Source: an optimization exercise on an open RTL-to-GDS flow (aim: small area, a short achievable clock period and few clock cycles). Production flows keep margins and buffers that such runs may drop.
Function was checked by simulation only, so behaviour that the tests miss may differ from the original.
Power is estimated from default activity; no workload was simulated.

## supermips_core
module supermips_core (
  input         clock,
  input         reset_n,
  output [31:0] icache_addr,
  output        icache_rd,
  input  [31:0] icache_data,
  input         icache_waitrequest,
  output [31:0] dcache_addr,
  output        dcache_rd,
  output        dcache_wr,
  output [31:0] dcache_wr_data,
  output [ 3:0] dcache_wr_be,
  input  [31:0] dcache_data,
  input         dcache_waitrequest
);
  reg  [31:0] pc_f;           
  reg  [31:0] ir;             
  reg         e_valid;
  reg         e_md_go_done;   
  reg         md_wp;          
  reg  [ 4:0] md_rd;
  reg         m_we;           
  reg  [ 4:0] m_rd;
  reg  [31:0] m_res;          
  reg         m_ld;           
  reg         m_isld;         
  reg         m_st;           
  reg  [ 1:0] m_sz;           
  reg         m_sext;
  reg  [31:0] m_sd;           
  reg  [ 3:0] m_be;
  reg         w_we;           
  reg  [ 4:0] w_rd;
  reg  [31:0] w_val;          
  reg         w_ld;
  reg  [ 1:0] w_sz;
  reg         w_sext;
  reg  [ 1:0] w_off;          
  wire [31:0] rf [0:31];       
  reg  [31:1] rf_ok;          
  ...
For scale: roughly 8,800 cells after synthesis, about 1,400 flip-flops, about 90,000 sq um of cells after synthesis.
Settings: LEC_CHECK=0, CAP_MARGIN=30, CORE_MARGIN=2, CORE_UTILIZATION=50, CTS_CLUSTER_DIAMETER=60, CTS_CLUSTER_SIZE=25, SLEW_MARGIN=30; clock period 150.0 ns.
standard.sh (not shown) runs the stock make flow with config.mk's settings and CLKGATE_MAP_FILE= SYNTH_SCRIPT=/design/flow/synth_recipe.tcl, a recipe that flattens the netlist after the stock synthesis.
==> flow/flow/run.sh <==
#!/bin/bash
# Layout flow: the standard layout, except that
#  - synthesis maps the logic with a lighter ABC script (one delay-oriented
#    mapping pass with area recovery, no repeated delay-oriented
#    restructuring); everything else, registers included, is as the standard
#    synthesis;
#  - the port buffers are buf_4 cells.
# Each tool's output goes to a log file of its own in the work folder.
set -euo pipefail
W=$(pwd)
F=$W/flow

{
  echo "proc abc {args} {"
  echo "  set i [lsearch -exact \$args -script]"
  echo "  if {\$i >= 0} { lset args [expr {\$i + 1}] $F/abc_map.script }"
  echo "  yosys abc {*}\$args"
  echo "}"
  cat "$W/synth_recipe.tcl"
} > "$W/synth_map.tcl"
sed "s#SYNTH_SCRIPT=[^ ]*#SYNTH_SCRIPT=$W/synth_map.tcl#" "$W/standard.sh" > "$W/synth_map.sh"

export BUFFER_PORTS_ARGS="-buffer_cell sky130_fd_sc_hd__buf_4"

bash "$W/synth_map.sh" synth > "$W/synth.log" 2>&1
bash "$W/standard.sh" > "$W/layout.log" 2>&1
==> flow/flow/abc_map.script <==
&get -n
&st
&dch
&nf
&put
buffer -c
topo
stime -c
dnsize -c
The starting point passed the timing, design-rule and antenna checks.
Testbench counts at the start, summed over its fixed seeds: cycles 58,226.
Edit:
--- a/flow/design.v
+++ b/flow/design.v
@@ -306,49 +306,48 @@
   wire [31:0] b_imm  = imm_z ? {16'd0, imm} : simm;
   wire        use_imm = ~(op_special | op_special2 | op_special3 | op_regimm |
                           i_beq | i_bne);
   wire [31:0] b = use_imm ? b_imm : bt;
   wire        md_op   = i_md_start | i_mul;
   wire        dneg_a  = i_div & a[31];
   wire        neg_rd  = (i_mfhi & md_hi_neg) | (i_mflo & md_lo_neg);
   wire        zero_a  = dneg_a | i_mfhi | i_mflo;
   wire        do_sub  = i_sub | i_slt | i_sltu | i_slti | i_sltiu | dneg_a | neg_rd;
-  wire [31:0] add_a   = ({32{i_branch}} & pc_f) | ({32{~(zero_a | i_branch)}} & a);
+  wire [31:0] add_a   = zero_a ? 32'd0 : a;
   wire [31:0] add_b   = ({32{i_mfhi}} & md_hi_q) | ({32{i_mflo}} & md_lo_q) |
-                        ({32{dneg_a}} & a) | ({32{i_branch}} & {simm[29:0], 2'b00}) |
-                        ({32{~(i_mfhi | i_mflo | md_op | i_branch)}} & b);
+                        ({32{dneg_a}} & a) | ({32{~(i_mfhi | i_mflo | md_op)}} & b);
   wire [32:0] sum     = {1'b0, add_a} + {1'b0, do_sub ? ~add_b : add_b} + {32'd0, do_sub};
   wire        ltu    = ~sum[32];
   wire        lts    = (a[31] & ~b[31]) | (sum[31] & ~(a[31] ^ b[31]));
   wire        sh_var  = i_sllv | i_srlv | i_srav;
   wire        sh_left = i_sll | i_sllv | i_ins;
   wire [4:0]  sh_amt  = sh_var ? a[4:0] : sa;
   wire [31:0] sh_in   = (i_ext | i_ins) ? a : bt;
   function automatic [31:0] rev32(input [31:0] v);
     integer q;
     for (q = 0; q < 32; q = q + 1) rev32[q] = v[31 - q];
   endfunction
   wire [31:0] sh_r    = (sh_left ? rev32(sh_in) : sh_in) >> sh_amt;
   wire [31:0] sh_out  = sh_left ? rev32(sh_r) : sh_r;
   wire [31:0] mask_f  = 32'hFFFF_FFFF >> (5'd31 - rd);    
   wire [31:0] mask_i  = {1'b0, mask_f[31:1]};            
   wire [31:0] pc_plus4 = pc_f + 32'd4;
-  wire a_eq_b = ((a ^ b) == 32'd0);          
+  wire a_eq_b = (a == bt);
   wire a_zero = (a == 32'd0);
   wire taken  = i_j | i_jal | i_jr | i_jalr |
                 (i_beq & a_eq_b) | (i_bne & ~a_eq_b) |
                 (i_blez & (a[31] | a_zero)) | (i_bgtz & ~a[31] & ~a_zero) |
                 ((i_bltz | i_bltzal) & a[31]) | ((i_bgez | i_bgezal) & ~a[31]);
   wire        t_reg  = i_jr | i_jalr;
   wire        t_abs  = i_j | i_jal;
   wire [31:0] target = ({32{t_reg}} & a)
                      | ({32{t_abs}} & {pc_f[31:28], ir[25:0], 2'b00})
-                     | ({32{~(t_reg | t_abs)}} & sum[31:0]);
+                     | ({32{~(t_reg | t_abs)}} & (pc_f + {simm[29:0], 2'b00}));
   wire [1:0]  lsel   = op_special ? fn[1:0] : op[1:0];
   wire [31:0] lu     = (lsel == 2'd0) ? (a & b) : (lsel == 2'd1) ? (a | b)
                      : (lsel == 2'd2) ? (a ^ b) : ~(a | b);
   wire        s_lu   = i_and | i_andi | i_or | i_ori | i_xor | i_xori | i_nor;
   wire        s_slt  = i_slt | i_slti | i_sltu | i_sltiu;
   wire        s_sh   = i_sll | i_srl | i_sra | i_sllv | i_srlv | i_srav | i_ext | i_ins;
   wire        s_seb  = i_seb;
   wire        s_seh  = i_seh;
   wire        s_a    = i_movz | i_movn;
Effect:
- power shrinks by 1.8%
- wire length stays flat
- worst setup slack improved by 0.15 ns
- final area rises by 0.65%
- die area goes up by 1.7%
- via count hardly moves
- fmax rose by 0.48%
- non-clock buffer count fell by 81
- utilization drops by 0.48 points
- clock skew fell by 0.037 ns
Testbench counts after the change, summed over its fixed seeds: cycles 58,226.

-- re-timing with driven ports --
Ports are ideal in the flow. The routed layouts listed here were re-timed in OpenROAD. Step 1 (the two cells are an assumption about what drives the block):
set clk [get_ports {clock}]
set_driving_cell -lib_cell sky130_fd_sc_hd__clkbuf_16 $clk
set_driving_cell -lib_cell sky130_fd_sc_hd__buf_2 [delete_from_list [all_inputs] $clk]
Step 2 also shifts input and output timing later by t, the mid clock arrival at the registers, as if the neighbouring blocks saw the same clock. Slacks: no drivers / after step 1 / after step 2; pairs: no drivers / after step 1.
run | shift t [ns] | setup WS [ns] | latest minus earliest clock arrival (ns) | cell pins on the clock port's net
the first run | 0.914 | 118.095 / 118.007 / 117.939 | 0.132 / 0.132 | 1
the second run | 0.894 | 118.246 / 118.158 / 117.904 | 0.095 / 0.095 | 1
After both steps every run listed still meets setup and hold. The setup slack of the second run, which loses most, moves by -0.088 ns with the drivers and by -0.342 ns with both steps.
